This design comes from an exercise in tuning for small area on the open sky130 flow, not from production work. At most, simulation tests tie the RTL to the original design; equivalence was not proved. The RTL of run 1 was laid out without a check of its function. Power figures rest on the tool's default switching activity, not on a simulated workload.

File: flow/config.mk
export PLATFORM = sky130hd
export DESIGN_NAME = my_fifo
export DESIGN_NICKNAME = my_fifo
export VERILOG_FILES = /design/flow/design.v
export SDC_FILE = /design/flow/constraint.sdc
export NUM_CORES = 4
export LEC_CHECK = 0
export CAP_MARGIN = 20
export CORE_MARGIN = 2
export CORE_UTILIZATION = 60
export PLACE_DENSITY = 0.75
export SLEW_MARGIN = 20
export SYNTH_HIERARCHICAL = 1
export SYNTH_MINIMUM_KEEP_SIZE = 0
export BUFFER_PORTS_ARGS = -buffer_cell sky130_fd_sc_hd__buf_1
export CTS_ARGS = -sink_clustering_enable -repair_clock_nets -dont_use_dummy_load -buf_list {sky130_fd_sc_hd__clkbuf_4 sky130_fd_sc_hd__clkbuf_8} -root_buf sky130_fd_sc_hd__clkbuf_8 -sink_clustering_buffer sky130_fd_sc_hd__clkbuf_8 -sink_clustering_size 18 -sink_clustering_max_diameter 40
File: flow/standard.sh
#!/bin/bash
# synth_recipe.tcl (not shown) runs the flow's synth.tcl, then flattens the netlist and writes it again
# the make line also repeats each setting of config.mk as NAME=value (left out here)
make -C /OpenROAD-flow-scripts/flow DESIGN_CONFIG=/design/flow/config.mk WORK_HOME=/design/flow/orfs CLKGATE_MAP_FILE= SYNTH_SCRIPT=/design/flow/synth_recipe.tcl "${@:-finish}"
File: flow/design.v
module fifo_ao22 (input a1, input a2, input b1, input b2, output x);
   assign x = (a1 & a2) | (b1 & b2);
endmodule
module fifo_aoi222 (input a1, input a2, input b1, input b2, input c1, input c2, output y);
   assign y = ~((a1 & a2) | (b1 & b2) | (c1 & c2));
endmodule
module fifo_nand2 (input a, input b, output y);
   assign y = ~(a & b);
endmodule
module fifo_nor2 (input a, input b, output y);
   assign y = ~(a | b);
endmodule
module my_fifo #(
                   parameter DATA_W           = 128      ,         
                   parameter DEPTH            = 16     ,         
                   parameter UPP_TH           = 4      ,         
                   parameter LOW_TH           = 2                
                )
                (
                   input                   clk         ,
                   input                   rstn        ,
                   input                   i_wren      ,
                   input  [DATA_W - 1 : 0] i_wrdata    ,
                   output                  o_alm_full  ,
                   output                  o_full      ,
                   input                   i_rden      ,
                   output [DATA_W - 1 : 0] o_rddata    ,
                   output                  o_alm_empty ,
                   output                  o_empty
                );
localparam NS = DEPTH - 1;           
localparam NC = 4;                   
localparam NB = DATA_W / NC;         
localparam NP = NS + 2;              
localparam NG = (NP + 2) / 3;        
logic [DATA_W - 1        : 0] head_rg         ;         
logic [DATA_W - 1        : 0] mem_rg [NS]     ;         
logic [3                 : 0] wrptr_rg        ;         
logic [3                 : 0] rdptr_rg        ;         
logic [NS - 1            : 0] wrsel_s         ;         
logic [NS - 1            : 0] rdsel_s         ;         
logic [$clog2(DEPTH)     : 0] dcount_rg       ;         
logic wren_s, rden_s, full_s, empty_s, one_s;
logic ld_wr_s, ld_mem_s, hold_head_s, wr_mem_s;
logic [NC * NS - 1 : 0] we_c, hold_c;                    
logic [NC * NP - 1 : 0] hsel_c;                          
assign full_s   = (dcount_rg == DEPTH);
assign empty_s  = (dcount_rg == 0);
assign one_s    = (dcount_rg == 1);
assign wren_s   = i_wren & !full_s & rstn;
assign rden_s   = i_rden & !empty_s;
assign ld_wr_s     = wren_s & (empty_s | (one_s & i_rden));
assign ld_mem_s    = rden_s & !one_s;
assign hold_head_s = !(ld_wr_s | ld_mem_s);
assign wr_mem_s    = wren_s & !ld_wr_s;
function automatic [3:0] lfsr_nx(input [3:0] p);
   lfsr_nx = {p[2:0], p[3] ^ p[2]};
endfunction
function automatic [3:0] lfsr_st(input integer k);    
   integer j;
   lfsr_st = 4'b0001;
   for (j = 0; j < k; j = j + 1) lfsr_st = lfsr_nx(lfsr_st);
endfunction
genvar k;
generate
   for (k = 0; k < NS; k++) begin : g_dec
      assign wrsel_s[k] = (wrptr_rg == lfsr_st(k));
      assign rdsel_s[k] = (rdptr_rg == lfsr_st(k));
   end
endgenerate
genvar c, i, b, g;
generate
   for (c = 0; c < NC; c++) begin : g_cp
      for (i = 0; i < NS; i++) begin : g_ent
         fifo_nor2  u_we (.a(~wrsel_s[i]), .b(full_s),    .y(we_c[c * NS + i]));
         fifo_nand2 u_ho (.a(wrsel_s[i]),  .b(!full_s),   .y(hold_c[c * NS + i]));
         fifo_nor2  u_rs (.a(~rdsel_s[i]), .b(!ld_mem_s), .y(hsel_c[c * NP + i]));
      end
      fifo_nor2 u_lw (.a(!wren_s), .b(!(empty_s | (one_s & i_rden))), .y(hsel_c[c * NP + NS]));
      fifo_nor2 u_hh (.a(ld_wr_s), .b(ld_mem_s), .y(hsel_c[c * NP + NS + 1]));
   end
endgenerate
generate
   for (i = 0; i < NS; i++) begin : g_ent
      logic [DATA_W - 1 : 0] nx;
      for (b = 0; b < DATA_W; b++) begin : g_bit
         fifo_ao22 u_mx (.a1(i_wrdata[b]), .a2(we_c[(b / NB) * NS + i]), .b1(mem_rg[i][b]),
                         .b2(hold_c[(b / NB) * NS + i]), .x(nx[b]));
      end
      always @ (posedge clk) mem_rg[i] <= nx;
   end
   for (b = 0; b < DATA_W; b++) begin : g_rd
      logic [NP - 1 : 0]     src;
      logic [3 * NG - 1 : 0] sel_p, src_p;
      logic [NG - 1 : 0]     z;
      logic                  z2;
      for (i = 0; i < NS; i++) begin : g_src
         assign src[i] = mem_rg[i][b];
      end
      assign src[NS]     = i_wrdata[b];
      assign src[NS + 1] = head_rg[b];
      assign sel_p = {{(3 * NG - NP){1'b0}}, hsel_c[(b / NB) * NP +: NP]};
      assign src_p = {{(3 * NG - NP){1'b0}}, src};
      for (g = 0; g < NG; g++) begin : g_grp
         if (3 * g + 2 < NP) begin : g3
            fifo_aoi222 u_ao (.a1(sel_p[3*g]), .a2(src_p[3*g]), .b1(sel_p[3*g+1]), .b2(src_p[3*g+1]),
                              .c1(sel_p[3*g+2]), .c2(src_p[3*g+2]), .y(z[g]));
         end else begin : g2
            fifo_nand2 u_n0 (.a(sel_p[3*g]), .b(src_p[3*g]), .y(z[g]));
            fifo_nand2 u_n1 (.a(sel_p[3*g+1]), .b(src_p[3*g+1]), .y(z2));
         end
      end
      always @ (posedge clk) head_rg[b] <= ~(&z & z2);
   end
endgenerate
always @ (posedge clk) begin
   if (!rstn) begin
      wrptr_rg  <= 4'b0001;
      rdptr_rg  <= 4'b0001;
      dcount_rg <= 0;
   end
   else begin
      if (wr_mem_s) wrptr_rg <= lfsr_nx(wrptr_rg);
      if (ld_mem_s) rdptr_rg <= lfsr_nx(rdptr_rg);
      if (wren_s && !rden_s)      dcount_rg <= dcount_rg + 1'b1;
      else if (!wren_s && rden_s) dcount_rg <= dcount_rg - 1'b1;
   end
end
assign o_full      = full_s;
assign o_empty     = empty_s;
assign o_alm_full  = (dcount_rg > UPP_TH);
assign o_alm_empty = (dcount_rg < LOW_TH);
assign o_rddata    = head_rg;
endmodule
File: flow/flow/run.sh
#!/bin/bash
# Standard ORFS layout, with small port buffers and a clock tree of small buffers without
# dummy loads.
set -euo pipefail
cat >> config.mk <<'EOF'
export BUFFER_PORTS_ARGS = -buffer_cell sky130_fd_sc_hd__buf_1
export CTS_ARGS = -sink_clustering_enable -repair_clock_nets -dont_use_dummy_load -buf_list {sky130_fd_sc_hd__clkbuf_4 sky130_fd_sc_hd__clkbuf_8} -root_buf sky130_fd_sc_hd__clkbuf_8 -sink_clustering_buffer sky130_fd_sc_hd__clkbuf_8 -sink_clustering_size 18 -sink_clustering_max_diameter 40
EOF
bash standard.sh > standard.log 2>&1
File: flow/constraint.sdc
create_clock -name core_clock -period 4.5 [get_ports {clk}]
set_input_delay 0.9000 -clock core_clock [delete_from_list [all_inputs] [get_ports {clk}]]
set_output_delay 0.9000 -clock core_clock [all_outputs]
set_load 0.01 [all_outputs]
==> results.py, run 1 <==
metrics = {
    "routing": {
        "vias": 59276,
        "drc": 0,
        "top_layer": "met5",
        "dr_wl_met3_um": 34700,
        "wl_met2_um": 106000,
        "avgViaCountPerCell": 7.79,
        "ant_nets": 0,
        "drtPass1Iterations": 8,
        "drt-initial-drc-count": 11240,
        "met1_length_um": 94900,
        "routed_wl_um": 247000,
        "wl_per_cell_um": 32.5,
    },
    "timing": {
        "final_max_slew_viol_count": 0,
        "relSlewSlack": 0.168,
        "period_share": 0.820,
        "fmax_mhz": 271,
        "setup_slack_ns": 0.809,
        "finalCriticalPeriod_ns": 3.69,
        "rsz0062_at_grt": "false",
        "setup_tns_ns": 0,
        "fin_worst_skew_ns": 0.0947,
        "hold_violations": 0,
        "holdWs_ns": 0.383,
        "setup_viol": 0,
        "tightest_slew_ns": 1.25,
    },
    "clocking": {
        "clockBufferDepth": 3,
        "postCtsHoldBufs": 0,
        "cts.reportedPaths.clkPinSlew_ns": 0.10,
        "cts_sinks": 2061,
        "clk_latency_ns": 0.97,
        "cts_setup_buffers": 0,
        "htree_levels": 4,
        "clockRootBuffer": "clkbuf_8",
        "cts_tree": "yes",
        "cts_buffers": 199,
        "cts_resized": 0,
    },
    "synthesis": {
        "yosys-top-cells-count": "dfxtp_1 (2061), a22o_1 (1920), a222oi_1 (640), nand2_1 (349), nor2_1 (138)",
        "mappedNetlistArea_sq_mm": 0.0699,
        "synth_area_leaders": "dfxtp_1 (59%), a22o_1 (24%), a222oi_1 (9.2%), nand2_1 (1.9%), and4_1 (1.6%)",
        "synth_edf_count": 0,
        "ys_ff_latch": 2061,
        "postSynthAreaPerCell_sq_um": 12.5,
        "yosysMostFrequentCell": "dfxtp_1",
        "syn_inst": 5585,
        "synth_top_cell_by_area": "dfxtp_1",
        "synth_fp_nets": 5730,
        "ys_seq_area_frac": 0.591,
        "yosysTopAreaCellShare": 0.591,
        "synth_ff_type": "dfxtp_1",
        "async_reset_ff_frac": 0,
        "synthDistinctLibCells": 35,
        "yosysWarnings": 9,
    },
    "critical_path": {
        "critPathSlowestCell": "o21ai_0",
        "reg2reg_setup_slack_ns": 0.95,
        "crit_chain": "inv_1, ha_1, o21ai_0, buf_1",
        "critical_path_class": "register to output pin",
        "startpoint_type": "register",
        "cp_max_fo": 6,
        "crit_required_ns": 3.60,
        "cp.arrival_ns": 2.79,
        "cp_num_buf_inv": 2,
        "path_delay_family": "compound AO/OA/AOI/OAI gates",
        "end_kind": "output pin",
        "slowest_delay_ns": 0.76,
    },
    "global_routing": {
        "antenna_found_initial": 33,
        "gr-total-overflow": 0,
        "grt_pass1_wl_um": 364000,
        "grt_pass1_vias": 57375,
        "grt.total_usage": 0.394,
        "grt_max_degree": 61,
    },
    "die": {
        "initial_core_util": 0.603,
        "die_y_um": 345,
        "top_level_ports": 264,
        "die_w_um": 345,
        "std_cell_rows": 125,
        "core_area_sq_mm": 0.116,
        "fp.dieArea_sq_mm": 0.119,
    },
    "placed_design": {
        "preCtsSetupSlack_ns": 0.863,
        "finalWeightedCongestion": 0.911,
        "post-dp-hpwl_um": 127000,
        "placed_cell_area_sq_mm": 0.0740,
        "port_buffers": 263,
    },
    "layout": {
        "final_area_sq_mm": 0.0769,
        "areaGrowthSynthToFinish_pct": 10.0,
        "drive_gt1_frac": 0.0859,
        "fin_nets": 6212,
    },
    "run": {
        "drv_cap": 0,
    },
    "power_and_ir_drop": {
        "p_leak_nw": 28.9,
        "p_per_area_mw_per_mm2": 630,
        "peakVddDrop_mv": 0.466,
    },
    "outcome": {
        "status": "no timing/DRC/antenna violations",
    },
    "min_path": {
        "min_path_type": "input port to register",
    },
}
-- sequential cells by signal, indices dropped and copies added, names as in the netlist --
register / flops
head_rg: 128
dcount_rg: 5
wrptr_rg: 4
rdptr_rg: 4
mem_rg: 1920
-- stage by stage --
| step | utilization | power, mW | std cells |
|---|---|---|---|
| finish | 0.663 | 48.4 | 7607 |
| global route | 0.663 | 50.3 | 7605 |
| CTS | 0.662 | 47.9 | 7585 |
| detailed placement | 0.638 | 38.3 | 7386 |
| global placement | 0.638 | 37.9 | 7386 |
| floorplan | - | 33.9 | 5585 |
-- worst register-to-register path, delay by kind of cell, from the launching register on --
family	cells	cell delay [ns]
compound gates	1	0.45
buf+inv	4	1.08
fa+ha+maj	1	0.29
simple gates	5	1.23
flops	1	0.37
-- layer usage --
metal,track usage,vias up
li1,-,24706
met1,0.527,28889
met2,0.580,4743
met3,0.123,904
met4,0.189,34
met5,0.00360,-
-- cell families (layout without fill, tap and decap cells) --
logic type	count (synthesis)	in the layout	synth area share
AO/OA/AOI/OAI	2572	2572	0.334
flip-flops	2061	2061	0.591
AND/OR/NAND/NOR	770	770	0.0562
buffers and inverters	157	637	0.0154
adder cells (fa/ha/maj)	13	13	0.00233
multiplexers	10	10	0.00143
XOR/XNOR	2	2	0.000251
other	0	18	0
-- worst paths after layout --
| kind | start | to | cells after the start |
|---|---|---|---|
| setup reg to reg | dcount_rg[1]$_SDFFE_PN0P_ | head_rg[89]$_DFF_P_ | 11 |
| hold / removal | rstn | rdptr_rg[0]$_SDFFE_PN1P_ | 3 |
| hold reg to reg | mem_rg[4][24]$_DFF_P_ | head_rg[24]$_DFF_P_ | 2 |
| setup / recovery | dcount_rg[0]$_SDFFE_PN0P_ | o_alm_full | 4 |
-- placed cells by master, fill, tap and decap left out, drive strengths merged, types with 2 or more instances in the layout --
| cell type | count |
|---|---|
| o21ai | 3 |
| nand2 | 349 |
| and4 | 128 |
| diode | 18 |
| ha | 13 |
| nand2b | 3 |
| or3 | 2 |
| a22o | 1920 |
| buf | 414 |
| nor2b | 2 |
| a21oi | 3 |
| nor2 | 138 |
| clkbuf | 199 |
| a222oi | 640 |
| inv | 24 |
| o211ai | 2 |
| dfxtp | 2061 |
| nand3 | 9 |
| mux2i | 10 |
| nand4 | 130 |
| and2 | 5 |
-- area by class of cell --
type                    instances  area (sq um)
flip-flops and latches       2061         41300
fillers                      8701         39000
multi-input cells            3367         28600
clock buffers                 199          2740
repair buffers                414          2230
well taps                    1524          1910
inverters                      24          95.1
diodes                         18          45.0
-- per-module statistics from Yosys, one instance, submodules excluded --
module,cells,cell area [sq um],copies in the design
fifo_ao22,1,8.76,1920
fifo_aoi222,1,10.0,640
fifo_nand2,1,3.75,316
fifo_nor2,1,3.75,128
my_fifo,2581,45000,1
-- report_power, final --
part	total [mW]	internal, mW	switching [mW]
Combinational	12.4	5.53	6.91
Clock	9.80	3.91	5.88
Sequential	26.2	23.2	2.95
==> inputs of run 2 (changes only) <==
--- a/flow/design.v
+++ b/flow/design.v
@@ -7,7 +7,4 @@
 module fifo_nand2 (input a, input b, output y);
    assign y = ~(a & b);
-endmodule
-module fifo_nor2 (input a, input b, output y);
-   assign y = ~(a | b);
 endmodule
 module my_fifo #(
@@ -30,6 +27,4 @@
                 );
 localparam NS = DEPTH - 1;           
-localparam NC = 4;                   
-localparam NB = DATA_W / NC;         
 localparam NP = NS + 2;              
 localparam NG = (NP + 2) / 3;        
@@ -43,6 +38,6 @@
 logic wren_s, rden_s, full_s, empty_s, one_s;
 logic ld_wr_s, ld_mem_s, hold_head_s, wr_mem_s;
-logic [NC * NS - 1 : 0] we_c, hold_c;                    
-logic [NC * NP - 1 : 0] hsel_c;                          
+logic [NS - 1 : 0] we_s, hold_s;
+logic [NP - 1 : 0] hsel_s;                               
 assign full_s   = (dcount_rg == DEPTH);
 assign empty_s  = (dcount_rg == 0);
@@ -69,22 +64,13 @@
    end
 endgenerate
-genvar c, i, b, g;
-generate
-   for (c = 0; c < NC; c++) begin : g_cp
-      for (i = 0; i < NS; i++) begin : g_ent
-         fifo_nor2  u_we (.a(~wrsel_s[i]), .b(full_s),    .y(we_c[c * NS + i]));
-         fifo_nand2 u_ho (.a(wrsel_s[i]),  .b(!full_s),   .y(hold_c[c * NS + i]));
-         fifo_nor2  u_rs (.a(~rdsel_s[i]), .b(!ld_mem_s), .y(hsel_c[c * NP + i]));
-      end
-      fifo_nor2 u_lw (.a(!wren_s), .b(!(empty_s | (one_s & i_rden))), .y(hsel_c[c * NP + NS]));
-      fifo_nor2 u_hh (.a(ld_wr_s), .b(ld_mem_s), .y(hsel_c[c * NP + NS + 1]));
-   end
-endgenerate
+assign we_s   = wrsel_s & {NS{!full_s}};
+assign hold_s = ~we_s;
+assign hsel_s = {hold_head_s, ld_wr_s, rdsel_s & {NS{ld_mem_s}}};
+genvar i, b, g;
 generate
    for (i = 0; i < NS; i++) begin : g_ent
       logic [DATA_W - 1 : 0] nx;
       for (b = 0; b < DATA_W; b++) begin : g_bit
-         fifo_ao22 u_mx (.a1(i_wrdata[b]), .a2(we_c[(b / NB) * NS + i]), .b1(mem_rg[i][b]),
-                         .b2(hold_c[(b / NB) * NS + i]), .x(nx[b]));
+         fifo_ao22 u_mx (.a1(i_wrdata[b]), .a2(we_s[i]), .b1(mem_rg[i][b]), .b2(hold_s[i]), .x(nx[b]));
       end
       always @ (posedge clk) mem_rg[i] <= nx;
@@ -100,5 +86,5 @@
       assign src[NS]     = i_wrdata[b];
       assign src[NS + 1] = head_rg[b];
-      assign sel_p = {{(3 * NG - NP){1'b0}}, hsel_c[(b / NB) * NP +: NP]};
+      assign sel_p = {{(3 * NG - NP){1'b0}}, hsel_s};
       assign src_p = {{(3 * NG - NP){1'b0}}, src};
       for (g = 0; g < NG; g++) begin : g_grp
==> run 2 against run 1 <==
Effect of this change:
- synthesized cell count down 3.1%
- register-to-register slack worse by 0.096 ns
- synthesized area is 0.88% lower
- total power decreased by 3.2%
- highest routed layer unchanged
==> results.py, run 2 <==
metrics = {
    "power_and_ir_drop": {
        "p_leak_nw": 28.5,
        "p_sw_frac": 0.321,
        "seq_power_share": 0.548,
        "intPower_mw": 31.8,
        "switchingPower_mw": 15.0,
        "p_per_area_mw_per_mm2": 616,
        "pwr-share-clk": 0.206,
        "peakVddDrop_mv": 0.983,
        "p_comb_frac": 0.247,
    },
    "synthesis": {
        "yosysTopAreaCellShare": 0.596,
        "yosysMostFrequentCell": "dfxtp_1",
        "yosysWarnings": 9,
        "ys_ff_latch": 2061,
        "async_reset_ff_frac": 0,
        "postSynthAreaPerCell_sq_um": 12.8,
        "syn_inst": 5410,
        "mappedNetlistArea_sq_mm": 0.0692,
        "synth_top_cell_by_area": "dfxtp_1",
        "synth_area_leaders": "dfxtp_1 (60%), a22o_1 (24%), a222oi_1 (9.3%), and4_1 (1.6%), nand2_1 (1.6%)",
        "yosys-top-cells-count": "dfxtp_1 (2061), a22o_1 (1920), a222oi_1 (640), nand2_1 (286)",
        "ys_seq_area_frac": 0.596,
        "synth_fp_nets": 5555,
        "synth_ff_type": "dfxtp_1",
        "synth_edf_count": 0,
        "synthDistinctLibCells": 36,
    },
    "critical_path": {
        "cp_num_buf_inv": 2,
        "crit_required_ns": 5.37,
        "critPathSlowestCell": "nor2_4",
        "cp.arrival_ns": 4.51,
        "critical_path_cell_count": 7,
        "reg2reg_setup_slack_ns": 0.85,
        "path_delay_family": "simple AND/OR/NAND/NOR gates",
        "cp_max_fo": 53,
        "rr_startpoint": "dcount_rg[1]$_SDFFE_PN0P_",
        "startpoint_type": "register",
        "crit_chain": "inv_1, ha_2, or4bb_1, nand2_1, nor2_4, buf_4, a22o_1",
        "end_kind": "register",
        "slowest_delay_ns": 0.96,
        "rr_worst_depth": 7,
        "critical_path_class": "register to register",
        "startpoint": "dcount_rg[1]$_SDFFE_PN0P_",
    },
    "placed_design": {
        "post-dp-hpwl_um": 124000,
        "port_buffers": 263,
        "finalWeightedCongestion": 0.803,
        "placed_cell_area_sq_mm": 0.0734,
        "preCtsSetupSlack_ns": 0.985,
    },
    "die": {
        "initial_core_util": 0.606,
        "die_w_um": 344,
        "core_area_sq_mm": 0.114,
        "fp.dieArea_sq_mm": 0.118,
        "std_cell_rows": 124,
        "die_y_um": 344,
        "top_level_ports": 264,
    },
    "routing": {
        "drc": 0,
        "drtPass1Iterations": 10,
        "routed_wl_um": 249000,
        "avgViaCountPerCell": 7.94,
        "wl_per_cell_um": 33.7,
        "vias": 58746,
        "ant_nets": 0,
        "drt-initial-drc-count": 11625,
    },
    "global_routing": {
        "antenna_found_initial": 33,
        "grt_pass1_wl_um": 365000,
        "grt_max_degree": 129,
        "grt_pass1_vias": 56631,
        "gr-total-overflow": 0,
        "grt.total_usage": 0.404,
    },
    "timing": {
        "finalCriticalPeriod_ns": 3.65,
        "fmax_mhz": 274,
        "tightest_slew_ns": 1.23,
        "final_max_slew_viol_count": 0,
        "setup_tns_ns": 0,
        "rsz0062_at_grt": "false",
        "setup_viol": 0,
        "hold_violations": 0,
        "setup_slack_ns": 0.854,
        "relSlewSlack": 0.178,
        "fin_worst_skew_ns": 0.0966,
        "period_share": 0.810,
    },
    "min_path": {
        "min_path_cells": 3,
        "min_from": "rstn",
        "min_path_type": "input port to register",
    },
    "clocking": {
        "clockRootBuffer": "clkbuf_8",
        "htree_levels": 4,
        "cts_sinks": 2061,
        "clockBufferDepth": 3,
        "cts_tree": "yes",
        "postCtsHoldBufs": 0,
        "cts_resized": 0,
        "cts_setup_buffers": 0,
        "cts_buffers": 192,
        "clk_latency_ns": 0.99,
        "cts.reportedPaths.clkPinSlew_ns": 0.10,
    },
    "layout": {
        "largest_register_ff_count": 1920,
        "final_cell_mix": "dfxtp_1 (2059), a22o_1 (1920), a222oi_1 (640), nand2_1 (274), buf_1 (263)",
        "top_register": "mem_rg",
        "final_area_sq_mm": 0.0761,
        "fin_nets": 6013,
        "drive_gt1_frac": 0.0660,
        "top_regs": "mem_rg (1920), head_rg (128), dcount_rg (5)",
        "final_common_cell": "dfxtp_1",
        "post-route-util": 0.666,
        "areaGrowthSynthToFinish_pct": 9.92,
    },
    "run": {
        "drv_cap": 0,
    },
    "outcome": {
        "status": "no timing/DRC/antenna violations",
    },
}
-- run 2: tightest hold or removal path, stage by stage --
cell and delay, ns:
buf_1 0.07, buf_4 0.20, o211ai_1 0.10
-- run 2: worst paths after layout --
path | to
min reg2reg | head_rg[94]$_DFF_P_
min | rdptr_rg[0]$_SDFFE_PN1P_
max | mem_rg[4][122]$_DFF_P_
max reg2reg | mem_rg[4][122]$_DFF_P_
-- run 2: cell families (layout without fill, tap and decap cells) --
logic type,count (synthesis),after routing,synth area share
compound gates,2574,2574,0.337
flops,2061,2061,0.596
simple gates,602,602,0.0477
buf+inv,147,603,0.0151
fa+ha+maj,13,13,0.00235
mux,11,11,0.00166
xor+xnor,2,2,0.000253
other cells,0,20,0
-- run 2: layout make-up --
type                            instances  area [sq um]
Timing Repair Buffer                  400          2890
Clock buffer                          192          2640
Multi-Input combinational cell       3202         27300
Fill cell                            8544         38200
Tap cell                             1512          1890
Sequential cell                      2061         41300
Antenna cell                           20          50.0
Inverter                               11          43.8
-- run 2: Yosys stat by module (local to each module, per instance) --
module | cell area [sq um] | times used
fifo_nand2 | 3.75 | 256
fifo_ao22 | 8.76 | 1920
my_fifo | 45100 | 1
fifo_aoi222 | 10.0 | 640
-- run 2: per-layer routing --
| layer | GRT usage | vias up | share of wire |
|---|---|---|---|
| li1 | - | 24125 | - |
| met1 | 0.566 | 28814 | 0.38 |
| met2 | 0.580 | 4901 | 0.42 |
| met3 | 0.110 | 874 | 0.15 |
| met4 | 0.189 | 32 | 0.044 |
| met5 | 0 | - | 0.00080 |
-- run 2: through the flow --
step	hold slack, ns	total power [mW]	cells
6_report	0.414	46.8	7398
5_1_grt	0.410	48.5	7392
4_1_cts	0.357	46.4	7377
3_5_place_dp	0.453	37.0	7185
3_3_place_gp	0.454	36.6	7184
2_1_floorplan	0.441	33.2	5410
-- run 2: power groups by stage --
stage	Combinational (mW)	Sequential, mW	Clock (mW)
after floorplan	8.34	24.8	0
after detailed placement	11.2	25.8	0
after global placement	10.8	25.8	0
after CTS	11.3	25.5	9.65
final	11.6	25.7	9.64
after global routing	12.2	26.0	10.3
==> inputs of run 3 (changes only) <==
==> flow/flow/run.sh (replaced) <==
#!/bin/bash
# Standard ORFS layout, with small port buffers and a clock tree of small buffers without
# dummy loads.
set -euo pipefail
cat >> config.mk <<'EOF'
export BUFFER_PORTS_ARGS = -buffer_cell sky130_fd_sc_hd__buf_1
export CTS_ARGS = -sink_clustering_enable -repair_clock_nets -dont_use_dummy_load -buf_list {sky130_fd_sc_hd__clkbuf_4 sky130_fd_sc_hd__clkbuf_8} -root_buf sky130_fd_sc_hd__clkbuf_8 -sink_clustering_buffer sky130_fd_sc_hd__clkbuf_8 -sink_clustering_size 18 -sink_clustering_max_diameter 50
EOF
bash standard.sh > standard.log 2>&1
--- a/flow/config.mk
+++ b/flow/config.mk
@@ -14,3 +14,3 @@
 export SYNTH_MINIMUM_KEEP_SIZE = 0
 export BUFFER_PORTS_ARGS = -buffer_cell sky130_fd_sc_hd__buf_1
-export CTS_ARGS = -sink_clustering_enable -repair_clock_nets -dont_use_dummy_load -buf_list {sky130_fd_sc_hd__clkbuf_4 sky130_fd_sc_hd__clkbuf_8} -root_buf sky130_fd_sc_hd__clkbuf_8 -sink_clustering_buffer sky130_fd_sc_hd__clkbuf_8 -sink_clustering_size 18 -sink_clustering_max_diameter 40
+export CTS_ARGS = -sink_clustering_enable -repair_clock_nets -dont_use_dummy_load -buf_list {sky130_fd_sc_hd__clkbuf_4 sky130_fd_sc_hd__clkbuf_8} -root_buf sky130_fd_sc_hd__clkbuf_8 -sink_clustering_buffer sky130_fd_sc_hd__clkbuf_8 -sink_clustering_size 18 -sink_clustering_max_diameter 50
==> run 3 against run 2 <==
Effect of this change:
- still clean
- routed wire length down 0.16%
- critical path type unchanged
- clock skew down 0.028 ns
- synthesized cell count unchanged
- global-route usage down 0.15 points
==> results.py, run 3 <==
metrics = {
    "outcome": {
        "status": "no timing/DRC/antenna violations",
    },
    "clocking": {
        "htree_levels": 4,
        "clockRootBuffer": "clkbuf_8",
        "cts_setup_buffers": 0,
        "cts_resized": 0,
        "postCtsHoldBufs": 0,
        "cts.reportedPaths.clkPinSlew_ns": 0.10,
        "clockBufferDepth": 3,
        "clk_latency_ns": 0.92,
        "cts_tree": "yes",
        "cts_sinks": 2061,
        "cts_buffers": 152,
    },
    "die": {
        "die_w_um": 344,
        "core_area_sq_mm": 0.114,
        "initial_core_util": 0.606,
        "die_y_um": 344,
        "top_level_ports": 264,
        "fp.dieArea_sq_mm": 0.118,
        "std_cell_rows": 124,
    },
    "layout": {
        "top_regs": "mem_rg (1920), head_rg (128), dcount_rg (5)",
        "largest_register_ff_count": 1920,
        "drive_gt1_frac": 0.0596,
        "final_area_sq_mm": 0.0756,
        "areaGrowthSynthToFinish_pct": 9.12,
        "final_common_cell": "dfxtp_1",
        "final_cell_mix": "dfxtp_1 (2059), a22o_1 (1920), a222oi_1 (640), nand2_1 (274), buf_1 (263)",
        "post-route-util": 0.661,
        "top_register": "mem_rg",
        "fin_nets": 5973,
        "fillers": 8604,
    },
    "placed_design": {
        "port_buffers": 263,
        "placed_cell_area_sq_mm": 0.0734,
        "finalWeightedCongestion": 0.803,
        "preCtsSetupSlack_ns": 0.985,
        "post-dp-hpwl_um": 124000,
    },
    "synthesis": {
        "yosysWarnings": 9,
        "yosysTopAreaCellShare": 0.596,
        "async_reset_ff_frac": 0,
        "ys_ff_latch": 2061,
        "ys_seq_area_frac": 0.596,
        "syn_inst": 5410,
        "synth_area_leaders": "dfxtp_1 (60%), a22o_1 (24%), a222oi_1 (9.3%), and4_1 (1.6%), nand2_1 (1.6%)",
        "synth_fp_nets": 5555,
        "mappedNetlistArea_sq_mm": 0.0692,
        "synthDistinctLibCells": 36,
        "yosysMostFrequentCell": "dfxtp_1",
        "synth_ff_type": "dfxtp_1",
        "postSynthAreaPerCell_sq_um": 12.8,
        "yosys-top-cells-count": "dfxtp_1 (2061), a22o_1 (1920), a222oi_1 (640), nand2_1 (286)",
        "synth_top_cell_by_area": "dfxtp_1",
        "synth_edf_count": 0,
    },
    "routing": {
        "vias": 58583,
        "avgViaCountPerCell": 7.96,
        "ant_nets": 0,
        "drt-initial-drc-count": 11580,
        "drc": 0,
        "wl_per_cell_um": 33.8,
        "drtPass1Iterations": 10,
        "routed_wl_um": 249000,
    },
    "power_and_ir_drop": {
        "p_comb_frac": 0.252,
        "peakVddDrop_mv": 0.988,
        "seq_power_share": 0.559,
        "p_sw_frac": 0.324,
        "intPower_mw": 31.0,
        "p_per_area_mw_per_mm2": 607,
        "pwr-share-clk": 0.189,
        "p_leak_nw": 28.2,
        "switchingPower_mw": 14.8,
    },
    "min_path": {
        "min_from": "mem_rg[4][13]$_DFF_P_",
        "min_path_type": "register to register",
        "min_path_cells": 2,
        "worstHoldEndpoint": "head_rg[13]$_DFF_P_",
    },
    "timing": {
        "hold_violations": 0,
        "finalCriticalPeriod_ns": 3.66,
        "rsz0062_at_grt": "false",
        "fmax_mhz": 273,
        "tightest_slew_ns": 1.22,
        "relSlewSlack": 0.187,
        "final_max_slew_viol_count": 0,
        "period_share": 0.813,
        "setup_viol": 0,
        "setup_tns_ns": 0,
        "fin_worst_skew_ns": 0.0682,
        "setup_slack_ns": 0.841,
    },
    "critical_path": {
        "startpoint_type": "register",
        "slowest_delay_ns": 1.03,
        "critPathSlowestCell": "nor2_4",
        "path_delay_family": "simple AND/OR/NAND/NOR gates",
        "reg2reg_setup_slack_ns": 0.84,
        "cp_num_buf_inv": 1,
        "crit_required_ns": 5.31,
        "cp.arrival_ns": 4.47,
        "rr_startpoint": "wrptr_rg[1]$_SDFFE_PN0P_",
        "critical_path_class": "register to register",
        "crit_chain": "nand2_1, nor2_4, buf_4, a22o_1",
        "end_kind": "register",
        "cp_max_fo": 53,
        "reg2reg_to": "mem_rg[4][120]$_DFF_P_",
        "rr_worst_depth": 4,
    },
    "global_routing": {
        "grt.total_usage": 0.403,
        "grt_pass1_vias": 56027,
        "antenna_found_initial": 30,
        "grt_max_degree": 129,
        "grt_pass1_wl_um": 364000,
        "gr-total-overflow": 0,
    },
    "run": {
        "drv_cap": 0,
    },
}
-- run 3: cell types whose count changed in the layout (fill, tap and decap cells not counted), sizes merged --
cell    previous run  this run
clkbuf           192       152
diode             20        19
-- run 3: layout make-up --
class,instances,area (sq um),area share
antenna,19,47.5,0.000629
clock buffer,152,2090,0.0277
inverter,11,43.8,0.000580
tap,1512,1890,0.0250
timing repair buffer,400,2890,0.0383
sequential,2061,41300,0.546
multi-input combinational,3202,27300,0.362
-- run 3: routing by layer --
layer  GRT usage  share of wire  vias up
li1            -              -    24041
met1       0.572           0.39    28762
met2       0.582           0.42     4959
met3      0.0960           0.15      795
met4       0.179          0.043       26
met5           0        0.00070        -
-- run 3: worst reg2reg max path: stages (launching register included) --
cell	delay, ns
dfxtp_1	0.86
nand2_1	0.42
nor2_4	1.03
buf_4	0.89
a22o_1	0.40
-- run 3: per-stage QoR --
stage | std cells | hold WS (ns) | total power [mW]
floorplan | 5410 | 0.441 | 33.2
finish | 7357 | 0.445 | 45.9
detailed placement | 7185 | 0.453 | 37.0
CTS | 7337 | 0.394 | 45.4
global route | 7352 | 0.447 | 47.5
global placement | 7184 | 0.454 | 36.6
-- run 3: worst max path at each step --
| stage | start | to | slack [ns] | depth (start not counted) |
|---|---|---|---|---|
| floorplan | i_rden | head_rg[100]$_DFF_P_ | -4.09 | 6 |
| global placement | i_rden | head_rg[52]$_DFF_P_ | 0.96 | 6 |
| detailed placement | dcount_rg[1]$_SDFFE_PN0P_ | mem_rg[4][86]$_DFF_P_ | 0.98 | 7 |
| CTS | dcount_rg[1]$_SDFFE_PN0P_ | o_full | 1.0 | 5 |
| global route | dcount_rg[0]$_SDFFE_PN0P_ | mem_rg[4][26]$_DFF_P_ | 0.81 | 7 |
| finish | wrptr_rg[1]$_SDFFE_PN0P_ | mem_rg[4][120]$_DFF_P_ | 0.84 | 4 |
-- run 3: Yosys stat by module, one instance, submodules excluded --
module / cell area, sq um / copies in the design / flops+latches
fifo_ao22: 8.76 / 1920 / 0
fifo_nand2: 3.75 / 256 / 0
my_fifo: 45100 / 1 / 2061
fifo_aoi222: 10.0 / 640 / 0
-- run 3: cells by family (layout without fill, tap and decap cells) --
logic type / count (synthesis) / count (layout) / synth area share
other: 0 / 19 / 0
adder cells (fa/ha/maj): 13 / 13 / 0.00235
AND/OR/NAND/NOR: 602 / 602 / 0.0477
XOR/XNOR: 2 / 2 / 0.000253
flip-flops: 2061 / 2061 / 0.596
buffers and inverters: 147 / 563 / 0.0151
AO/OA/AOI/OAI: 2574 / 2574 / 0.337
multiplexers: 11 / 11 / 0.00166
-- run 3: power by group through the flow --
stage                     clock [mW]  combinational (mW)  sequential [mW]
after global routing            9.30                12.2             26.0
after global placement             0                10.8             25.8
after detailed placement           0                11.2             25.8
after CTS                       8.67                11.3             25.5
after floorplan                    0                8.34             24.8
final                           8.69                11.6             25.6
==> inputs of run 4 (changes only) <==
--- a/flow/config.mk
+++ b/flow/config.mk
@@ -6,9 +6,9 @@
 export NUM_CORES = 4
 export LEC_CHECK = 0
-export CAP_MARGIN = 20
+export CAP_MARGIN = 0
 export CORE_MARGIN = 2
 export CORE_UTILIZATION = 60
 export PLACE_DENSITY = 0.75
-export SLEW_MARGIN = 20
+export SLEW_MARGIN = 0
 export SYNTH_HIERARCHICAL = 1
 export SYNTH_MINIMUM_KEEP_SIZE = 0
==> run 4 against run 3 <==
Effect of this change:
- clock-buffer cell count grew 3
- still clean on timing, DRC and antenna
- critical path depth is the same
- non-clock buffer count shrank 2
- total power is essentially flat
- synthesized area is the same
- sequential share of layout area is essentially flat
==> results.py, run 4 <==
metrics = {
    "global_routing": {
        "grt_max_degree": 129,
        "antenna_found_initial": 29,
        "gr-total-overflow": 0,
        "grt.total_usage": 0.402,
        "grt_pass1_vias": 56062,
        "grt_pass1_wl_um": 364000,
    },
    "clocking": {
        "cts_tree": "yes",
        "cts.reportedPaths.clkPinSlew_ns": 0.11,
        "cts_buffers": 155,
        "clockBufferDepth": 3,
        "clk_latency_ns": 0.93,
        "cts_setup_buffers": 0,
        "postCtsHoldBufs": 0,
        "cts_sinks": 2061,
        "cts_resized": 0,
        "clockRootBuffer": "clkbuf_8",
        "htree_levels": 4,
    },
    "critical_path": {
        "slowest_delay_ns": 1.04,
        "critical_path_class": "register to register",
        "critPathSlowestCell": "nor2_4",
        "startpoint_type": "register",
        "cp_max_fo": 53,
        "crit_chain": "nand2_1, nor2_4, buf_4, a22o_1",
        "crit_required_ns": 5.31,
        "cp.arrival_ns": 4.45,
        "path_delay_family": "simple AND/OR/NAND/NOR gates",
        "end_kind": "register",
        "cp_num_buf_inv": 1,
    },
    "placed_design": {
        "post-dp-hpwl_um": 124000,
        "placedCellCount": 7184,
        "port_buffers": 263,
        "finalWeightedCongestion": 0.803,
    },
    "synthesis": {
        "synth_area_leaders": "dfxtp_1 (60%), a22o_1 (24%), a222oi_1 (9.3%), and4_1 (1.6%), nand2_1 (1.6%)",
        "synth_top_cell_by_area": "dfxtp_1",
        "synth_edf_count": 0,
        "ys_seq_area_frac": 0.596,
        "yosysWarnings": 9,
        "mappedNetlistArea_sq_mm": 0.0692,
        "yosysMostFrequentCell": "dfxtp_1",
        "syn_inst": 5410,
        "synthDistinctLibCells": 36,
        "postSynthAreaPerCell_sq_um": 12.8,
        "ys_ff_latch": 2061,
        "yosys-top-cells-count": "dfxtp_1 (2061), a22o_1 (1920), a222oi_1 (640), nand2_1 (286)",
        "async_reset_ff_frac": 0,
        "synth_ff_type": "dfxtp_1",
        "synth_fp_nets": 5555,
        "yosysTopAreaCellShare": 0.596,
    },
    "layout": {
        "drive_gt1_frac": 0.0597,
        "final_cell_mix": "dfxtp_1 (2059), a22o_1 (1920), a222oi_1 (640), nand2_1 (274), buf_1 (263)",
        "final_common_cell": "dfxtp_1",
        "top_regs": "mem_rg (1920), head_rg (128), dcount_rg (5)",
        "fillers": 8675,
        "layout.cells.non_filler": 7348,
        "largest_register_ff_count": 1920,
        "top_register": "mem_rg",
        "areaGrowthSynthToFinish_pct": 9.06,
        "fin_nets": 5974,
    },
    "die": {
        "top_level_ports": 264,
        "die_y_um": 344,
        "core_area_sq_mm": 0.114,
        "fp.dieArea_sq_mm": 0.118,
        "std_cell_rows": 124,
        "initial_core_util": 0.606,
        "die_w_um": 344,
    },
    "timing": {
        "tightest_slew_ns": 1.32,
        "rsz0062_at_grt": "false",
        "finalCriticalPeriod_ns": 3.64,
        "fin_worst_skew_ns": 0.0933,
        "period_share": 0.808,
        "relSlewSlack": 0.120,
        "hold_violations": 0,
        "setup_tns_ns": 0,
        "setup_viol": 0,
        "fmax_mhz": 275,
        "final_max_slew_viol_count": 0,
    },
    "routing": {
        "ant_nets": 0,
        "avgViaCountPerCell": 7.95,
        "drtPass1Iterations": 9,
        "drc": 0,
        "vias": 58451,
        "drt-initial-drc-count": 11059,
        "routed_wl_um": 248000,
        "wl_per_cell_um": 33.8,
    },
    "min_path": {
        "min_path_type": "register to register",
    },
    "power_and_ir_drop": {
        "peakVddDrop_mv": 0.980,
        "p_leak_nw": 28.2,
        "p_per_area_mw_per_mm2": 608,
    },
    "outcome": {
        "status": "no timing/DRC/antenna violations",
    },
    "run": {
        "drv_cap": 0,
    },
}
-- run 4: changes by cell type in the layout (fill, tap and decap cells not counted), sizes merged --
cell    delta
diode     -10
buf        -2
clkbuf     +3
-- run 4: metrics by stage --
stage | total power [mW] | utilization | setup slack [ns] | hold WS, ns | area, sq um
floorplan | 33.2 | - | -4.09 | 0.441 | 69400
global placement | 36.6 | 0.642 | 0.960 | 0.454 | 73400
detailed placement | 37.0 | 0.642 | 0.953 | 0.453 | 73400
CTS | 45.5 | 0.660 | 1.03 | 0.411 | 75500
global route | 47.6 | 0.660 | 0.840 | 0.456 | 75500
finish | 45.9 | 0.660 | 0.863 | 0.465 | 75500
-- run 4: layout make-up --
class	instances	area [sq um]	area share
Antenna cell	9	22.5	0.000298
Clock buffer	155	2130	0.0283
Inverter	11	43.8	0.000580
Multi-Input combinational cell	3202	27300	0.362
Sequential cell	2061	41300	0.546
Tap cell	1512	1890	0.0251
Timing Repair Buffer	398	2840	0.0376
-- run 4: cells by family (layout without fill, tap and decap cells) --
logic type      count (synthesis)  count (layout)  synth area share
flops                        2061            2061             0.596
other cells                     0               9                 0
xor+xnor                        2               2          0.000253
buf+inv                       147             564            0.0151
fa+ha+maj                      13              13           0.00235
compound gates               2574            2574             0.337
simple gates                  602             602            0.0477
mux                            11              11           0.00166
-- run 4: worst min-delay path, cell delays in order, from the launching register on --
cell and delay (ns):
dfxtp_1 0.33, a222oi_1 0.07, nand4_1 0.09
-- run 4: worst paths after layout --
check	start	endpoint	slack, ns	cells past startpoint
worst max-delay path	wrptr_rg[1]$_SDFFE_PN0P_	mem_rg[4][69]$_DFF_P_	0.86	4
worst max register to register	wrptr_rg[1]$_SDFFE_PN0P_	mem_rg[4][69]$_DFF_P_	0.86	4
worst min-delay path	mem_rg[1][104]$_DFF_P_	head_rg[104]$_DFF_P_	0.47	2
worst min register to register	mem_rg[1][104]$_DFF_P_	head_rg[104]$_DFF_P_	0.47	2
-- run 4: per-module statistics from Yosys (local to each module, per instance) --
module       cell area [sq um]  flops+latches  cells
my_fifo                  45100           2061   2594
fifo_nand2                3.75              0      1
fifo_ao22                 8.76              0      1
fifo_aoi222               10.0              0      1
-- run 4: routing by layer --
| layer | wire (um) | vias to the layer above | global-route usage |
|---|---|---|---|
| li1 | - | 24017 | - |
| met1 | 96500 | 28777 | 0.573 |
| met2 | 105000 | 4840 | 0.582 |
| met3 | 36700 | 781 | 0.0994 |
| met4 | 9640 | 36 | 0.168 |
| met5 | 250 | - | 0 |
-- run 4: power by group --
part           internal (mW)  switching (mW)  total (mW)
clock                   3.09            5.66        8.75
sequential              22.8            2.82        25.7
combinational           5.18            6.36        11.5
==> inputs of run 5 (changes only) <==
--- a/flow/config.mk
+++ b/flow/config.mk
@@ -8,6 +8,6 @@
 export CAP_MARGIN = 0
 export CORE_MARGIN = 2
-export CORE_UTILIZATION = 60
-export PLACE_DENSITY = 0.75
+export CORE_UTILIZATION = 70
+export PLACE_DENSITY = 0.8
 export SLEW_MARGIN = 0
 export SYNTH_HIERARCHICAL = 1
==> run 5 against run 4 <==
Effect of this change:
- largest power group unchanged
- combinational power hardly changed
- clock power down 2.5%
- total power decreased by 0.36%
- maximum frequency rose by 2.5%
- design area shrank 0.50%
- hold slack worse by 0.036 ns
- critical endpoint is now head_rg[36]$_DFF_P_
- via count increased by 2.7%
- flip-flop and latch count stayed put
- still clean
- non-clock buffer count increased by 28
==> results.py, run 5 <==
metrics = {
    "routing": {
        "ant_nets": 0,
        "avgViaCountPerCell": 8.39,
        "drtPass1Iterations": 10,
        "routed_wl_um": 251000,
        "vias": 60058,
        "wl_per_cell_um": 35.0,
        "drc": 0,
        "drt-initial-drc-count": 12066,
    },
    "layout": {
        "areaGrowthSynthToFinish_pct": 8.52,
        "largest_register_ff_count": 1920,
        "fin_nets": 5994,
        "top_register": "mem_rg",
        "layout.cells.non_filler": 7156,
        "fillers": 6509,
        "final_cell_mix": "dfxtp_1 (2059), a22o_1 (1920), a222oi_1 (640), nand2_1 (274), buf_1 (263)",
        "drive_gt1_frac": 0.0629,
        "top_regs": "mem_rg (1920), head_rg (128), dcount_rg (5)",
        "final_common_cell": "dfxtp_1",
    },
    "timing": {
        "fmax_mhz": 282,
        "relSlewSlack": 0.187,
        "rsz0062_at_grt": "false",
        "tightest_slew_ns": 1.22,
        "hold_violations": 0,
        "setup_tns_ns": 0,
        "setup_slack_ns": 0.951,
        "setup_viol": 0,
        "fin_worst_skew_ns": 0.0902,
        "finalCriticalPeriod_ns": 3.55,
        "final_max_slew_viol_count": 0,
        "period_share": 0.789,
    },
    "die": {
        "top_level_ports": 264,
        "die_y_um": 319,
        "initial_core_util": 0.705,
        "core_area_sq_mm": 0.0983,
        "std_cell_rows": 115,
        "fp.dieArea_sq_mm": 0.101,
        "die_w_um": 319,
    },
    "synthesis": {
        "synthDistinctLibCells": 36,
        "yosysMostFrequentCell": "dfxtp_1",
        "synth_ff_type": "dfxtp_1",
        "synth_top_cell_by_area": "dfxtp_1",
        "mappedNetlistArea_sq_mm": 0.0692,
        "synth_fp_nets": 5555,
        "ys_seq_area_frac": 0.596,
        "yosysTopAreaCellShare": 0.596,
        "postSynthAreaPerCell_sq_um": 12.8,
        "yosysWarnings": 9,
        "yosys-top-cells-count": "dfxtp_1 (2061), a22o_1 (1920), a222oi_1 (640), nand2_1 (286)",
        "ys_ff_latch": 2061,
        "async_reset_ff_frac": 0,
        "synth_edf_count": 0,
        "synth_area_leaders": "dfxtp_1 (60%), a22o_1 (24%), a222oi_1 (9.3%), and4_1 (1.6%), nand2_1 (1.6%)",
        "syn_inst": 5410,
    },
    "min_path": {
        "min_path_type": "input port to register",
        "worstHoldEndpoint": "rdptr_rg[0]$_SDFFE_PN1P_",
        "min_path_cells": 3,
        "min_from": "rstn",
    },
    "power_and_ir_drop": {
        "switchingPower_mw": 14.8,
        "pwr-share-clk": 0.186,
        "p_sw_frac": 0.324,
        "p_comb_frac": 0.254,
        "p_per_area_mw_per_mm2": 609,
        "finalPower_mw": 45.8,
        "intPower_mw": 30.9,
        "peakVddDrop_mv": 0.714,
        "seq_power_share": 0.559,
        "p_leak_nw": 28.2,
    },
    "critical_path": {
        "crit_required_ns": 5.21,
        "slowest_delay_ns": 0.83,
        "reg2reg_setup_slack_ns": 0.95,
        "cp_max_fo": 28,
        "critical_path_cell_count": 7,
        "rr_startpoint": "dcount_rg[4]$_SDFFE_PN0P_",
        "end_kind": "register",
        "critPathSlowestCell": "o211ai_1",
        "path_delay_family": "simple AND/OR/NAND/NOR gates",
        "crit_chain": "or3_1, o211ai_1, nor2_4, buf_4, a222oi_1, and4_1, nand4_1",
        "cp_num_buf_inv": 1,
        "startpoint_type": "register",
        "reg2reg_to": "head_rg[36]$_DFF_P_",
        "critical_path_class": "register to register",
        "rr_worst_depth": 7,
        "cp.arrival_ns": 4.26,
    },
    "global_routing": {
        "gr-total-overflow": 0,
        "grt.total_usage": 0.475,
        "antenna_found_initial": 26,
        "grt_pass1_vias": 58385,
        "grt_pass1_wl_um": 372000,
        "grt_max_degree": 129,
    },
    "clocking": {
        "cts_setup_buffers": 0,
        "cts_tree": "yes",
        "cts_buffers": 147,
        "clockBufferDepth": 3,
        "clk_latency_ns": 0.90,
        "cts_resized": 0,
        "clockRootBuffer": "clkbuf_8",
        "postCtsHoldBufs": 0,
        "cts_sinks": 2061,
        "cts.reportedPaths.clkPinSlew_ns": 0.10,
        "htree_levels": 4,
    },
    "placed_design": {
        "post-dp-hpwl_um": 130000,
        "port_buffers": 263,
        "preCtsSetupSlack_ns": 1.02,
        "placedCellCount": 6987,
        "finalWeightedCongestion": 0.833,
    },
    "run": {
        "drv_cap": 0,
    },
    "outcome": {
        "status": "no timing/DRC/antenna violations",
    },
}
==> run 5: cell counts after synthesis <==
No cell type changed its count.
==> run 5: worst register-to-register path: stages (launching register included) <==
cell,delay [ns]
dfxtp_1,0.35
or3_1,0.58
o211ai_1,0.83
nor2_4,0.36
buf_4,0.40
a222oi_1,0.49
and4_1,0.25
nand4_1,0.12
==> run 5: final cells by class <==
type	instances	area, sq um	area share
sequential	2061	41300	0.549
clock buffer	147	2020	0.0269
inverter	11	43.8	0.000583
timing repair buffer	426	2820	0.0376
antenna	22	55.1	0.000733
tap	1287	1610	0.0214
multi-input combinational	3202	27300	0.364
==> run 5: power groups by stage <==
stage          clock, mW  combinational, mW  sequential, mW
6_report            8.53               11.6            25.6
5_1_grt             9.13               12.2            26.0
4_1_cts             8.49               11.3            25.4
3_5_place_dp           0               11.2            25.7
3_3_place_gp           0               10.8            25.7
2_1_floorplan          0               8.34            24.8
==> run 5: logic make-up after synthesis <==
family                     share of synthesized area
buffers and inverters                         0.0151
and+or+nand+nor                               0.0477
adders and majority gates                    0.00235
muxes                                        0.00166
DFF                                            0.596
xor gates and xnor gates                    0.000253
AOI/OAI and AO/OA                              0.337
==> run 5: worst max path at each step <==
stage | start | end | slack (ns)
after floorplan | i_rden | head_rg[100]$_DFF_P_ | -4.09
after global placement | i_rden | head_rg[8]$_DFF_P_ | 1.07
after detailed placement | i_rden | head_rg[58]$_DFF_P_ | 1.02
after CTS | dcount_rg[4]$_SDFFE_PN0P_ | head_rg[36]$_DFF_P_ | 1.02
after global routing | dcount_rg[4]$_SDFFE_PN0P_ | head_rg[36]$_DFF_P_ | 0.84
final | dcount_rg[4]$_SDFFE_PN0P_ | head_rg[36]$_DFF_P_ | 0.95
==> run 5: modules after synthesis, one instance, submodules excluded <==
module | flip-flops and latches | times used
fifo_nand2 | 0 | 256
my_fifo | 2061 | 1
fifo_ao22 | 0 | 1920
fifo_aoi222 | 0 | 640
==> run 5: per-stage QoR <==
step                      utilization  cell area (sq um)  hold WS [ns]
after floorplan                     -              69400         0.441
after global placement          0.743              73100         0.454
after detailed placement        0.743              73100         0.453
after CTS                       0.764              75100         0.354
after global routing            0.764              75100         0.409
final                           0.765              75100         0.429
==> run 5: per-layer routing <==
| metal | vias to the layer above | GRT usage | share of wire |
|---|---|---|---|
| li1 | 24090 | - | - |
| met2 | 5678 | 0.712 | 0.43 |
| met3 | 1214 | 0.128 | 0.16 |
| met1 | 29058 | 0.622 | 0.35 |
| met4 | 18 | 0.274 | 0.063 |
| met5 | - | 0 | 0.00050 |
==> inputs of run 6 (changes only) <==
==> flow/flow/run.sh (replaced) <==
#!/bin/bash
# Standard ORFS layout, with small port buffers and a clock tree of small buffers without
# dummy loads.
set -euo pipefail
cat >> config.mk <<'EOF'
export BUFFER_PORTS_ARGS = -buffer_cell sky130_fd_sc_hd__buf_1
export CTS_ARGS = -sink_clustering_enable -repair_clock_nets -dont_use_dummy_load -buf_list {sky130_fd_sc_hd__clkbuf_4 sky130_fd_sc_hd__clkbuf_8} -root_buf sky130_fd_sc_hd__clkbuf_8 -sink_clustering_buffer sky130_fd_sc_hd__clkbuf_8 -sink_clustering_size 18 -sink_clustering_max_diameter 60
EOF
bash standard.sh > standard.log 2>&1
--- a/flow/config.mk
+++ b/flow/config.mk
@@ -14,3 +14,3 @@
 export SYNTH_MINIMUM_KEEP_SIZE = 0
 export BUFFER_PORTS_ARGS = -buffer_cell sky130_fd_sc_hd__buf_1
-export CTS_ARGS = -sink_clustering_enable -repair_clock_nets -dont_use_dummy_load -buf_list {sky130_fd_sc_hd__clkbuf_4 sky130_fd_sc_hd__clkbuf_8} -root_buf sky130_fd_sc_hd__clkbuf_8 -sink_clustering_buffer sky130_fd_sc_hd__clkbuf_8 -sink_clustering_size 18 -sink_clustering_max_diameter 50
+export CTS_ARGS = -sink_clustering_enable -repair_clock_nets -dont_use_dummy_load -buf_list {sky130_fd_sc_hd__clkbuf_4 sky130_fd_sc_hd__clkbuf_8} -root_buf sky130_fd_sc_hd__clkbuf_8 -sink_clustering_buffer sky130_fd_sc_hd__clkbuf_8 -sink_clustering_size 18 -sink_clustering_max_diameter 60
==> run 6 against run 5 <==
Effect of this change:
- still clean on timing, DRC and antenna
- non-clock buffer count unchanged
- hold slack better by 0.051 ns
- register-to-register slack better by 0.02 ns
- via count down 0.71%
- critical endpoint is now head_rg[17]$_DFF_P_
- largest cell class unchanged
- highest routed layer unchanged
==> results.py, run 6 <==
metrics = {
    "layout": {
        "areaGrowthSynthToFinish_pct": 8.34,
        "drive_gt1_frac": 0.0615,
        "fillers": 6537,
        "largest_register_ff_count": 1920,
        "top_register": "mem_rg",
        "final_cell_mix": "dfxtp_1 (2059), a22o_1 (1920), a222oi_1 (640), nand2_1 (274), buf_1 (263)",
        "top_regs": "mem_rg (1920), head_rg (128), dcount_rg (5)",
        "fin_nets": 5985,
        "final_common_cell": "dfxtp_1",
    },
    "critical_path": {
        "reg2reg_to": "head_rg[17]$_DFF_P_",
        "rr_worst_depth": 7,
        "critical_path_cell_count": 7,
        "critical_path_class": "register to register",
        "cp_max_fo": 25,
        "rr_startpoint": "dcount_rg[2]$_SDFFE_PN0P_",
        "slowest_delay_ns": 0.85,
        "path_delay_family": "compound AO/OA/AOI/OAI gates",
        "crit_chain": "or3_1, o211ai_1, nor2_4, buf_4, a222oi_1, and4_1, nand4_1",
        "cp_num_buf_inv": 1,
        "end_kind": "register",
        "startpoint_type": "register",
        "crit_required_ns": 5.23,
        "critPathSlowestCell": "o211ai_1",
        "cp.arrival_ns": 4.26,
        "reg2reg_setup_slack_ns": 0.97,
    },
    "global_routing": {
        "grtUsageMet2": 0.710,
        "gr-total-overflow": 0,
        "antenna_found_initial": 27,
        "grt_use_met3": 0.121,
        "grt_pass1_vias": 58354,
        "grt_pass1_wl_um": 371000,
        "grt_max_degree": 129,
        "use_met1": 0.623,
        "grt.total_usage": 0.475,
        "grt.busiest_layer": "met2",
    },
    "timing": {
        "period_share": 0.785,
        "fmax_mhz": 283,
        "relSlewSlack": 0.214,
        "setup_viol": 0,
        "setup_slack_ns": 0.967,
        "tightest_slew_ns": 1.18,
        "fin_worst_skew_ns": 0.0705,
        "setup_tns_ns": 0,
        "rsz0062_at_grt": "false",
        "hold_violations": 0,
        "finalCriticalPeriod_ns": 3.53,
        "final_max_slew_viol_count": 0,
    },
    "placed_design": {
        "finalWeightedCongestion": 0.833,
        "port_buffers": 263,
        "preCtsSetupSlack_ns": 1.02,
        "post-dp-hpwl_um": 130000,
    },
    "min_path": {
        "min_path_cells": 3,
        "min_from": "rstn",
        "worstHoldEndpoint": "rdptr_rg[0]$_SDFFE_PN1P_",
        "min_path_type": "input port to register",
    },
    "power_and_ir_drop": {
        "peakVddDrop_mv": 0.668,
        "p_leak_nw": 28.1,
        "p_per_area_mw_per_mm2": 607,
    },
    "clocking": {
        "cts_resized": 0,
        "cts_tree": "yes",
        "htree_levels": 4,
        "clk_latency_ns": 0.89,
        "clockRootBuffer": "clkbuf_8",
        "cts_buffers": 138,
        "cts.reportedPaths.clkPinSlew_ns": 0.10,
        "cts_setup_buffers": 0,
        "clockBufferDepth": 3,
        "cts_sinks": 2061,
        "postCtsHoldBufs": 0,
    },
    "routing": {
        "vias": 59632,
        "ant_nets": 0,
        "wl_per_cell_um": 35.1,
        "drt-initial-drc-count": 11856,
        "drtPass1Iterations": 10,
        "avgViaCountPerCell": 8.34,
        "routed_wl_um": 251000,
        "drc": 0,
    },
    "synthesis": {
        "async_reset_ff_frac": 0,
        "synthDistinctLibCells": 36,
        "synth_top_cell_by_area": "dfxtp_1",
        "synth_ff_type": "dfxtp_1",
        "mappedNetlistArea_sq_mm": 0.0692,
        "yosysMostFrequentCell": "dfxtp_1",
        "syn_inst": 5410,
        "synth_edf_count": 0,
        "yosysWarnings": 9,
        "ys_ff_latch": 2061,
        "synth_area_leaders": "dfxtp_1 (60%), a22o_1 (24%), a222oi_1 (9.3%), and4_1 (1.6%), nand2_1 (1.6%)",
        "postSynthAreaPerCell_sq_um": 12.8,
        "yosys-top-cells-count": "dfxtp_1 (2061), a22o_1 (1920), a222oi_1 (640), nand2_1 (286)",
        "synth_fp_nets": 5555,
        "yosysTopAreaCellShare": 0.596,
        "ys_seq_area_frac": 0.596,
    },
    "die": {
        "top_level_ports": 264,
        "std_cell_rows": 115,
        "fp.dieArea_sq_mm": 0.101,
        "initial_core_util": 0.705,
        "die_y_um": 319,
        "core_area_sq_mm": 0.0983,
        "die_w_um": 319,
    },
    "run": {
        "drv_cap": 0,
    },
    "outcome": {
        "status": "no timing/DRC/antenna violations",
    },
}
==> run 6: cell counts after synthesis <==
No cell type changed its count.
==> run 6: worst max-delay path by stage <==
stage | start | end | slack [ns]
2_1_floorplan | i_rden | head_rg[100]$_DFF_P_ | -4.09
3_3_place_gp | i_rden | head_rg[8]$_DFF_P_ | 1.07
3_5_place_dp | i_rden | head_rg[58]$_DFF_P_ | 1.02
4_1_cts | dcount_rg[0]$_SDFFE_PN0P_ | o_full | 1.03
5_1_grt | dcount_rg[2]$_SDFFE_PN0P_ | head_rg[17]$_DFF_P_ | 0.91
6_report | dcount_rg[2]$_SDFFE_PN0P_ | head_rg[17]$_DFF_P_ | 0.97
==> run 6: layer usage <==
layer	vias to the layer above	part of all wire	wire length, um
met5	-	0.00045	113
met4	16	0.061	15400
met3	1126	0.16	39200
met2	5599	0.43	108000
met1	28831	0.35	88100
li1	24060	-	-
==> run 6: logic make-up after synthesis <==
kind of cell,synth area share
xor gates and xnor gates,0.000253
and+or+nand+nor,0.0477
adders and majority gates,0.00235
AOI/OAI and AO/OA,0.337
muxes,0.00166
buffers and inverters,0.0151
DFF,0.596
==> run 6: tightest hold or removal path: cells and delay by family <==
kind	cells	cell delay, ns
AO/OA/AOI/OAI	1	0.10
buffers and inverters	2	0.27
==> run 6: through the flow <==
| stage | hold WS [ns] | instances | util | cell area (sq um) | total power, mW |
|---|---|---|---|---|---|
| 6_report | 0.480 | 7146 | 0.763 | 75000 | 45.5 |
| 5_1_grt | 0.460 | 7143 | 0.763 | 75000 | 47.1 |
| 4_1_cts | 0.416 | 7125 | 0.763 | 75000 | 44.9 |
| 3_5_place_dp | 0.453 | 6987 | 0.743 | 73100 | 37.0 |
| 3_3_place_gp | 0.454 | 6987 | 0.743 | 73100 | 36.5 |
| 2_1_floorplan | 0.441 | 5410 | - | 69400 | 33.2 |
==> run 6: area by class of cell <==
cell class                      instances  area (sq um)  share of cell area
Multi-Input combinational cell       3202         27300               0.364
Sequential cell                      2061         41300               0.550
Clock buffer                          138          1900              0.0253
Tap cell                             1287          1610              0.0215
Inverter                               11          43.8            0.000584
Antenna cell                           21          52.6            0.000701
Timing Repair Buffer                  426          2820              0.0376
==> run 6: where the power goes <==
part | switching [mW] | internal [mW] | total (mW)
Sequential | 2.77 | 22.8 | 25.6
Combinational | 6.45 | 5.17 | 11.6
Clock | 5.53 | 2.77 | 8.31
==> run 6: modules after synthesis, one instance, submodules excluded <==
module | flops+latches | cells
fifo_nand2 | 0 | 1
my_fifo | 2061 | 2594
fifo_ao22 | 0 | 1
fifo_aoi222 | 0 | 1
==> inputs of run 7 (changes only) <==
--- a/flow/config.mk
+++ b/flow/config.mk
@@ -8,6 +8,6 @@
 export CAP_MARGIN = 0
 export CORE_MARGIN = 2
-export CORE_UTILIZATION = 70
-export PLACE_DENSITY = 0.8
+export CORE_UTILIZATION = 75
+export PLACE_DENSITY = 0.85
 export SLEW_MARGIN = 0
 export SYNTH_HIERARCHICAL = 1
==> run 7 against run 6 <==
Effect of this change:
- highest routed layer unchanged
- sequential power barely moved
- clock power down 0.6%
- via count rose by 0.65%
==> results.py, run 7 <==
metrics = {
    "routing": {
        "vias": 60018,
        "drtPass1Iterations": 14,
        "wl_per_cell_um": 34.4,
        "drt-initial-drc-count": 13217,
        "ant_nets": 0,
        "avgViaCountPerCell": 8.56,
        "routed_wl_um": 241000,
        "drc": 0,
    },
    "layout": {
        "top_regs": "mem_rg (1920), head_rg (128), dcount_rg (5)",
        "top_register": "mem_rg",
        "fin_nets": 5952,
        "drive_gt1_frac": 0.0562,
        "final_cell_mix": "dfxtp_1 (2059), a22o_1 (1920), a222oi_1 (640), nand2_1 (274), buf_1 (263)",
        "final_common_cell": "dfxtp_1",
        "areaGrowthSynthToFinish_pct": 8.08,
        "layout.cells.non_filler": 7013,
        "largest_register_ff_count": 1920,
    },
    "critical_path": {
        "end_kind": "register",
        "crit_required_ns": 5.31,
        "cp.arrival_ns": 4.27,
        "startpoint_type": "register",
        "path_delay_family": "simple AND/OR/NAND/NOR gates",
        "cp_num_buf_inv": 1,
        "critPathSlowestCell": "nor2_4",
        "cp_max_fo": 103,
        "critical_path_class": "register to register",
        "crit_chain": "nand2_1, nor2_4, buf_12, a22o_1",
        "slowest_delay_ns": 1.03,
    },
    "placed_design": {
        "preCtsSetupSlack_ns": 0.798,
        "post-dp-hpwl_um": 122000,
        "finalWeightedCongestion": 0.844,
        "placedCellCount": 6852,
        "port_buffers": 263,
    },
    "global_routing": {
        "antenna_found_initial": 31,
        "grt.busiest_layer": "met2",
        "grt.total_usage": 0.492,
        "grt_use_met3": 0.167,
        "gr-total-overflow": 0,
        "grt_pass1_vias": 58297,
        "grt_pass1_wl_um": 359000,
        "grt_max_degree": 129,
        "grtUsageMet2": 0.706,
        "use_met1": 0.649,
    },
    "power_and_ir_drop": {
        "p_per_area_mw_per_mm2": 607,
        "pwr-share-clk": 0.182,
        "p_sw_frac": 0.323,
        "switchingPower_mw": 14.7,
        "p_comb_frac": 0.254,
        "seq_power_share": 0.564,
        "finalPower_mw": 45.5,
        "intPower_mw": 30.8,
        "peakVddDrop_mv": 1.03,
        "p_leak_nw": 28.0,
    },
    "clocking": {
        "postCtsHoldBufs": 0,
        "cts_resized": 0,
        "clk_latency_ns": 0.89,
        "cts_setup_buffers": 0,
        "cts_sinks": 2061,
        "clockRootBuffer": "clkbuf_8",
        "cts_tree": "yes",
        "htree_levels": 4,
        "cts.reportedPaths.clkPinSlew_ns": 0.10,
        "clockBufferDepth": 3,
        "cts_buffers": 138,
    },
    "synthesis": {
        "ys_ff_latch": 2061,
        "yosysWarnings": 9,
        "synth_top_cell_by_area": "dfxtp_1",
        "synth_ff_type": "dfxtp_1",
        "ys_seq_area_frac": 0.596,
        "synthDistinctLibCells": 36,
        "yosys-top-cells-count": "dfxtp_1 (2061), a22o_1 (1920), a222oi_1 (640), nand2_1 (286)",
        "synth_fp_nets": 5555,
        "synth_area_leaders": "dfxtp_1 (60%), a22o_1 (24%), a222oi_1 (9.3%), and4_1 (1.6%), nand2_1 (1.6%)",
        "yosysTopAreaCellShare": 0.596,
        "postSynthAreaPerCell_sq_um": 12.8,
        "mappedNetlistArea_sq_mm": 0.0692,
        "async_reset_ff_frac": 0,
        "synth_edf_count": 0,
        "yosysMostFrequentCell": "dfxtp_1",
        "syn_inst": 5410,
    },
    "die": {
        "std_cell_rows": 111,
        "core_area_sq_mm": 0.0915,
        "die_w_um": 308,
        "die_y_um": 308,
        "initial_core_util": 0.757,
        "fp.dieArea_sq_mm": 0.0948,
        "top_level_ports": 264,
    },
    "timing": {
        "final_max_slew_viol_count": 0,
        "hold_violations": 0,
        "finalCriticalPeriod_ns": 3.45,
        "tightest_slew_ns": 1.22,
        "relSlewSlack": 0.186,
        "setup_tns_ns": 0,
        "setup_slack_ns": 1.05,
        "period_share": 0.768,
        "fmax_mhz": 289,
        "rsz0062_at_grt": "false",
        "setup_viol": 0,
        "holdWs_ns": 0.442,
        "fin_worst_skew_ns": 0.0852,
    },
    "min_path": {
        "min_path_type": "input port to register",
    },
    "run": {
        "drv_cap": 0,
    },
    "outcome": {
        "status": "no timing/DRC/antenna violations",
    },
}
==> run 7: path summary, 6_finish.rpt <==
check	slack, ns	end	startpoint	cells after the start
worst max-delay path	1.05	mem_rg[4][63]$_DFF_P_	wrptr_rg[0]$_SDFFE_PN1P_	4
worst min-delay path	0.44	rdptr_rg[0]$_SDFFE_PN1P_	rstn	3
worst max register to register	1.05	mem_rg[4][63]$_DFF_P_	wrptr_rg[0]$_SDFFE_PN1P_	4
worst min register to register	0.48	head_rg[48]$_DFF_P_	mem_rg[4][48]$_DFF_P_	2
==> run 7: worst register-to-register path, stage by stage (launching register included) <==
cell and delay, ns:
dfxtp_1 0.89, nand2_1 0.46, nor2_4 1.03, buf_12 0.67, a22o_1 0.37
==> run 7: final cells by class <==
type,count,area [sq um]
sequential,2061,41300
multi-input combinational,3202,27300
fill,5399,16700
timing repair buffer,393,2770
clock buffer,138,1900
tap,1186,1480
antenna,22,55.1
inverter,11,43.8
==> run 7: logic make-up after synthesis <==
logic type,count (synthesis),synth area share
adders and majority gates,13,0.00235
xor gates and xnor gates,2,0.000253
DFF,2061,0.596
AOI/OAI and AO/OA,2574,0.337
buffers and inverters,147,0.0151
muxes,11,0.00166
and+or+nand+nor,602,0.0477
==> run 7: Yosys stat by module, one instance, submodules excluded <==
module / cells inside / times used / area (sq um) / flops+latches
my_fifo: 2594 / 1 / 45100 / 2061
fifo_aoi222: 1 / 640 / 10.0 / 0
fifo_ao22: 1 / 1920 / 8.76 / 0
fifo_nand2: 1 / 256 / 3.75 / 0
==> run 7: routing by layer <==
metal / share of wire / vias up
met2: 0.42 / 5966
met1: 0.35 / 28814
met4: 0.061 / 22
li1: - / 24013
met5: 0.00055 / -
met3: 0.17 / 1203
==> run 7: per-stage QoR <==
stage	util	area [sq um]
4_1_cts	0.817	74800
6_report	0.818	74800
5_1_grt	0.817	74800
3_5_place_dp	0.796	72900
3_3_place_gp	0.796	72900
2_1_floorplan	-	69400
==> run 7: power groups by stage <==
stage               sequential [mW]  clock, mW  combinational (mW)
floorplan                      24.8          0                8.34
detailed placement             25.8          0                11.1
global placement               25.7          0                10.7
global route                   26.0       8.81                12.1
finish                         25.6       8.26                11.6
CTS                            25.5       8.17                11.2

Check on run 7: ideal ports give 1.046 ns setup slack; a clkbuf_16 on the clock port and buf_2 on the inputs give 1.036 ns; moving port delays by the midpoint clock arrival (0.919 ns) as well gives 0.935 ns.
